What follows belongs to an exercise in optimizing a design on an open flow for small area and a short achievable clock period; a production flow would make more cautious choices.
At most, simulation tests tie the RTL to the original design; equivalence was not proved.

==> job 2069 <==
==> flow/design.v (excerpt) <==
module goertzel_filter
  (input  [13:0] input_signal,
   input  clk,
   input  rst,
   output [39:0] magnitude);
==> flow/config.mk <==
export PLATFORM = sky130hd
export DESIGN_NAME = goertzel_filter
export DESIGN_NICKNAME = goertzel_filter
export VERILOG_FILES = /design/flow/design.v
export SDC_FILE = /design/flow/constraint.sdc
export NUM_CORES = 4
export LEC_CHECK = 0
export CAP_MARGIN = 20
export CORE_MARGIN = 2
export CORE_UTILIZATION = 55
export CTS_BUF_LIST = sky130_fd_sc_hd__clkbuf_8
export CTS_CLUSTER_SIZE = 40
export SLEW_MARGIN = 20
export SYNTH_HIERARCHICAL = 1
export SYNTH_MINIMUM_KEEP_SIZE = 0
export TNS_END_PERCENT = 10
==> flow/constraint.sdc <==
create_clock -name core_clock -period 45.0 [get_ports {clk}]
set_input_delay 9.0000 -clock core_clock [delete_from_list [all_inputs] [get_ports {clk}]]
set_output_delay 9.0000 -clock core_clock [all_outputs]
set_load 0.01 [all_outputs]
standard.sh (not shown) runs the stock make flow with config.mk's settings and CLKGATE_MAP_FILE= SYNTH_SCRIPT=/design/flow/synth_recipe.tcl, a recipe that flattens the netlist after the stock synthesis.
==> flow/flow/run.sh <==
#!/bin/bash
set -euo pipefail
bash standard.sh SETUP_SLACK_MARGIN=28.5 finish > orfs_make.log 2>&1
==> inputs of job 605, as changes to job 2069 <==
--- a/flow/config.mk
+++ b/flow/config.mk
@@ -10,4 +10,2 @@
 export CORE_UTILIZATION = 55
-export CTS_BUF_LIST = sky130_fd_sc_hd__clkbuf_8
-export CTS_CLUSTER_SIZE = 40
 export SLEW_MARGIN = 20
==> inputs of job 2001, as changes to job 2069 <==
==> flow/flow/run.sh (replaced) <==
#!/bin/bash
set -euo pipefail
bash standard.sh SETUP_SLACK_MARGIN=29 finish > orfs_make.log 2>&1
--- a/flow/config.mk
+++ b/flow/config.mk
@@ -10,4 +10,2 @@
 export CORE_UTILIZATION = 55
-export CTS_BUF_LIST = sky130_fd_sc_hd__clkbuf_8
-export CTS_CLUSTER_SIZE = 40
 export SLEW_MARGIN = 20
@@ -15,2 +13 @@
 export SYNTH_MINIMUM_KEEP_SIZE = 0
-export TNS_END_PERCENT = 10
==> summary of the runs <==
Job 2069 passed the timing, DRC and antenna checks. Job 605 completed without violations. Job 2001 completed with no timing, DRC or antenna violations.
Against job 2069, the design area of job 2001 is larger by about 0.8%.
Against job 2001, the clock skew of job 605 is lower by 0.0067 ns.
In sequential share of layout area, job 2001 and job 605 hardly differ.
Against job 605, the utilization of job 2001 is higher by 0.39 points.
Of job 2069 and job 2001, job 2069 has the higher cell count (gap about 0.23%, measured against job 2001).
Non-clock buffer count, lowest first: job 2001, job 605, job 2069.
In register-to-register slack, job 2001 and job 605 hardly differ.
In job 2001 the clock-buffer cell count is higher than in job 605, by 3.
Via count, lowest first: job 2001, job 2069, job 605.
No functional check of the RTL was part of any run of this note.

* * *

==> v22 <==
goertzel_filter, a different RTL version from the one above (not shown whole).
Settings: LEC_CHECK=0, CAP_MARGIN=20, CORE_MARGIN=2, CORE_UTILIZATION=40, SLEW_MARGIN=20, SYNTH_HIERARCHICAL=1, SYNTH_MINIMUM_KEEP_SIZE=0; clock period 45.0 ns.
==> flow/flow/run.sh <==
#!/bin/bash
set -euo pipefail
bash standard.sh SETUP_SLACK_MARGIN=27.5 finish > orfs_make.log 2>&1
==> inputs of v19, as changes to v22 <==
==> flow/flow/run.sh (replaced) <==
#!/bin/bash
set -euo pipefail
bash standard.sh SETUP_SLACK_MARGIN=28 finish > orfs_make.log 2>&1
==> inputs of v10, as changes to v22 <==
==> flow/run.sh (new file) <==
#!/bin/bash
# synth_recipe.tcl (not shown) runs the flow's synth.tcl, then flattens the netlist and writes it again
# the make line also repeats each setting of config.mk as NAME=value (left out here)
make -C /OpenROAD-flow-scripts/flow DESIGN_CONFIG=/design/flow/config.mk WORK_HOME=/design/flow/orfs CLKGATE_MAP_FILE= SYNTH_SCRIPT=/design/flow/synth_recipe.tcl finish
removed: flow/flow/run.sh
removed: flow/standard.sh
==> notes <==
v10 completed with no timing, DRC or antenna violations. v22 completed without violations. v19 finished with timing, DRC and antenna clean. Maximum frequency: v19 > v22 > v10. Global-route usage, lowest first: v10, v22, v19. Cell count, lowest first: v10, v22, v19. The lowest critical path depth belongs to v10, the highest to v19. The highest setup slack belongs to v19, the lowest to v10. Against v10, the sequential share of layout area of v22 is lower by 0.30 points. The lowest worst hold slack belongs to v22, the highest to v10. The highest core utilization belongs to v19, the lowest to v10.
==> figures <==
Result of the run: v19 complete, no violations; v10 complete, no violations; v22 complete, no violations
Setup Slack @ Placement: v19 25800 ps; v10 25450 ps; v22 25590 ps
Arr. time, crit path: v19 17650 ps; v10 19380 ps; v22 17590 ps
Slowest-stage cell, CP: v19 sky130_fd_sc_hd__fa_2; v10 sky130_fd_sc_hd__clkdlybuf4s50_1; v22 sky130_fd_sc_hd__fa_1
Global router's overall resource usage: v19 21.8%; v10 21.2%; v22 21.5%
Met2 WL: v19 27800 um; v10 26700 um; v22 27100 um
Amount of wire on met3 after detailed routing: v19 2860 um; v10 1810 um; v22 2310 um
Count of buffering cells on the critical path with inverters included: v19 9; v10 1; v22 2
Number of fillers in the final layout: v19 4742; v10 4925; v22 4851
Detailed-route via count: v19 14.1k; v10 13.5k; v22 13.8k
DR WL/cell: v19 21.1 um; v10 20.7 um; v22 20.8 um
Reg area: v19 1960 sq um; v10 1950 sq um; v22 1960 sq um
Capture endpoint of the worst hold path: v19 q2[3]; v10 q2[0]; v22 q2[2]
Total area of multi-input combinational cells: v19 18800 sq um; v10 18200 sq um; v22 18700 sq um
Setup slack of the critical path after layout: v19 27550 ps; v10 25760 ps; v22 27550 ps
Maximum clock rate: v19 57.3 MHz; v10 52.0 MHz; v22 57.3 MHz
Path length in cells of the critical path: v19 35; v10 29; v22 30
Clock network area share: v19 1.15%; v10 1.44%; v22 1.13%
Vias per cell: v19 5.31; v10 5.26; v22 5.26

==> port drivers added, routing unchanged <==
No port has a modelled driver above. Below, the same layouts with a new extraction and two added sets of constraints.
Step 1: set_driving_cell puts a clkbuf_16 on clk and a buf_2 on each other input, an assumption about the parent block.
Step 2, shift: input delay + t, output delay - t, t = (earliest + latest rising clock arrival at the registers) / 2. This alone moves slack from input paths to output paths.
Slacks: no drivers / after step 1 / after step 2; pairs: no drivers / after step 1.
| run | shift t [ns] | setup WS [ns] | worst register clock-pin slew, ns | worst data-port slew with drivers (ns) |
|---|---|---|---|---|
| job 2069 | 0.484 | 28.545 / 28.548 / 28.063 | 0.09 / 0.09 | 0.06 |
| job 605 | 0.434 | 28.540 / 28.546 / 28.112 | 0.07 / 0.07 | 0.06 |
| job 2001 | 0.440 | 28.471 / 28.476 / 28.037 | 0.08 / 0.08 | 0.06 |
| v22 | 0.440 | 27.548 / 27.552 / 27.112 | 0.06 / 0.06 | 0.07 |
| v19 | 0.438 | 27.551 / 27.558 / 27.120 | 0.07 / 0.07 | 0.06 |
| v10 | 0.442 | 25.763 / 25.788 / 25.346 | 0.07 / 0.07 | 0.04 |
After both steps every run listed still meets setup and hold. For job 2069, which loses most, drivers alone change the setup slack by +0.003 ns; drivers and shift together by -0.482 ns.
